Background: an optimization exercise with open tools, aiming at small area. Do not read the settings as production practice.
In this exercise RTL edits were held to simulation tests only and were not proved equivalent to the original.
Power is estimated from default activity; no workload was simulated.

## zinc
## set_time
module set_time (clk, rst, button_mid, button_r, button_l, button_up, button_down,  mode,
set_string, count, year_d, month_d, week, day_d, hour_d, min_d, sec_d);
==> flow/config.mk <==
export PLATFORM = sky130hd
export DESIGN_NAME = set_time
export DESIGN_NICKNAME = set_time
export VERILOG_FILES = /design/flow/design.v
export SDC_FILE = /design/flow/constraint.sdc
export NUM_CORES = 4
export LEC_CHECK = 0
export CAP_MARGIN = 20
export CORE_MARGIN = 2
export CORE_UTILIZATION = 40
export CTS_BUF_LIST = sky130_fd_sc_hd__clkbuf_8
export CTS_CLUSTER_DIAMETER = 100
export CTS_CLUSTER_SIZE = 30
export PLACE_DENSITY = 0.6
export SLEW_MARGIN = 20
==> flow/constraint.sdc <==
create_clock -name core_clock -period 40.0 [get_ports {clk}]
set_input_delay 8.0000 -clock core_clock [delete_from_list [all_inputs] [get_ports {clk}]]
set_output_delay 8.0000 -clock core_clock [all_outputs]
set_load 0.01 [all_outputs]
standard.sh (not shown) runs the stock make flow with config.mk's settings and CLKGATE_MAP_FILE= SYNTH_SCRIPT=/design/flow/synth_recipe.tcl, a recipe that flattens the netlist after the stock synthesis.
==> flow/flow/run.sh <==
#!/bin/bash
# Own layout flow: the standard synthesis, then the combinational logic of
# its netlist re-mapped for area (registers untouched, see resynth.tcl), then
# the standard layout from floorplan to finish, with buf_1 port buffers.
# Each tool's output goes to a log file of its own in the work folder.
set -euo pipefail
R=orfs/results/${FLOW_PLATFORM}/set_time/base
YOSYS=${FLOW_HOME}/../tools/install/yosys/bin/yosys
bash standard.sh synth > log_1_standard_synth.txt 2>&1
cp "$R/1_2_yosys.v" std_1_2_yosys.v
RS_LIB=${FLOW_HOME}/platforms/${FLOW_PLATFORM}/lib/sky130_fd_sc_hd__tt_025C_1v80.lib \
RS_TOP=${FLOW_TOP} RS_IN=std_1_2_yosys.v RS_OUT=resynth_1_2_yosys.v RS_ABC=flow/abc_area.script \
  "$YOSYS" -c flow/resynth.tcl > log_2_resynth.txt 2>&1
cp resynth_1_2_yosys.v "$R/1_2_yosys.v"
rm -f "$R/1_synth.odb" "$R/1_synth.sdc"
bash standard.sh BUFFER_PORTS_ARGS="-buffer_cell sky130_fd_sc_hd__buf_1" finish > log_3_standard_layout.txt 2>&1
==> flow/flow/abc_area.script <==
strash
&get -n; &deepsyn -T 60; &put
dch -f
map -a
topo
==> flow/flow/resynth.tcl <==
# Re-map the combinational logic of the standard synthesis netlist with a
# stronger ABC script. Flip-flops, tie cells and full/half adder cells are kept
# as they are (black boxes), so every register keeps its name and cell type.
yosys -import
set lib $::env(RS_LIB)
read_liberty -ignore_miss_func $lib
read_verilog $::env(RS_IN)
hierarchy -top $::env(RS_TOP)
blackbox sky130_fd_sc_hd__df* sky130_fd_sc_hd__edf* sky130_fd_sc_hd__sdf* sky130_fd_sc_hd__dl* sky130_fd_sc_hd__conb_1 sky130_fd_sc_hd__fa_* sky130_fd_sc_hd__ha_*
flatten
select $::env(RS_TOP)
opt -purge
abc -script $::env(RS_ABC) -liberty $lib -dont_use *probe* -dont_use *lpflow*
read_liberty -lib -overwrite $lib
setundef -zero
splitnets
opt_clean -purge
hilomap -singleton -hicell sky130_fd_sc_hd__conb_1 HI -locell sky130_fd_sc_hd__conb_1 LO
insbuf -buf sky130_fd_sc_hd__buf_4 A X
check -assert -mapped
tee -o resynth_stat.txt stat -liberty $lib
write_verilog -selected -noattr -nohex -nodec $::env(RS_OUT)
Input-level comparison between quartz and zinc:
- CTS_BUF_LIST changed from sky130_fd_sc_hd__clkbuf_8 to sky130_fd_sc_hd__clkbuf_4
- CTS_CLUSTER_DIAMETER removed (was 100)
- CTS_CLUSTER_SIZE removed (was 30)
==> flow/run.sh (new file) <==
#!/bin/bash
# synth_recipe.tcl (not shown) runs the flow's synth.tcl, then flattens the netlist and writes it again
# the make line also repeats each setting of config.mk as NAME=value (left out here)
make -C /OpenROAD-flow-scripts/flow DESIGN_CONFIG=/design/flow/config.mk WORK_HOME=/design/flow/orfs CLKGATE_MAP_FILE= SYNTH_SCRIPT=/design/flow/synth_recipe.tcl finish
removed: flow/flow/run.sh
removed: flow/flow/abc_area.script
removed: flow/flow/resynth.tcl
removed: flow/standard.sh
- Compared with zinc, routed wire length per instance in quartz increased by a little under 10%.
- First-iteration DRC count on quartz is behind zinc.
- Routed wire length in quartz vs zinc: up 10%
- Re post-route core utilization: quartz is 2.9 points up on zinc.
- zinc has higher number of clock-tree buffers in the layout than quartz.
- As of quartz, power dissipated in the clock network had fallen by more than a quarter compared to zinc.
- quartz vs zinc: sequential share of layout area down in quartz
- Summary: cell area, quartz worse than zinc

-- port drivers added, routing unchanged --
Ports are ideal in the flow. The routed layouts listed here were re-timed in OpenROAD.
Step 1 assumes that a clkbuf_16 drives the clock port and a buf_2 every other input.
Step 2 times the ports against the registers' clock, not the clock port: input delays grow and output delays shrink by t, the midpoint of the rising clock arrivals with the driver on.
Slacks: no drivers / after step 1 / after step 2; pairs: no drivers / after step 1.
run	t, ns	setup slack, ns	clock arrival spread, ns	worst register clock-pin slew, ns	pins driven straight from the clock port
zinc	0.479	25.050 / 25.010 / 25.490	0.016 / 0.015	0.08 / 0.08	1
quartz	0.579	24.800 / 24.757 / 25.336	0.019 / 0.019	0.12 / 0.12	1
After both steps setup and hold are still met in every run listed.
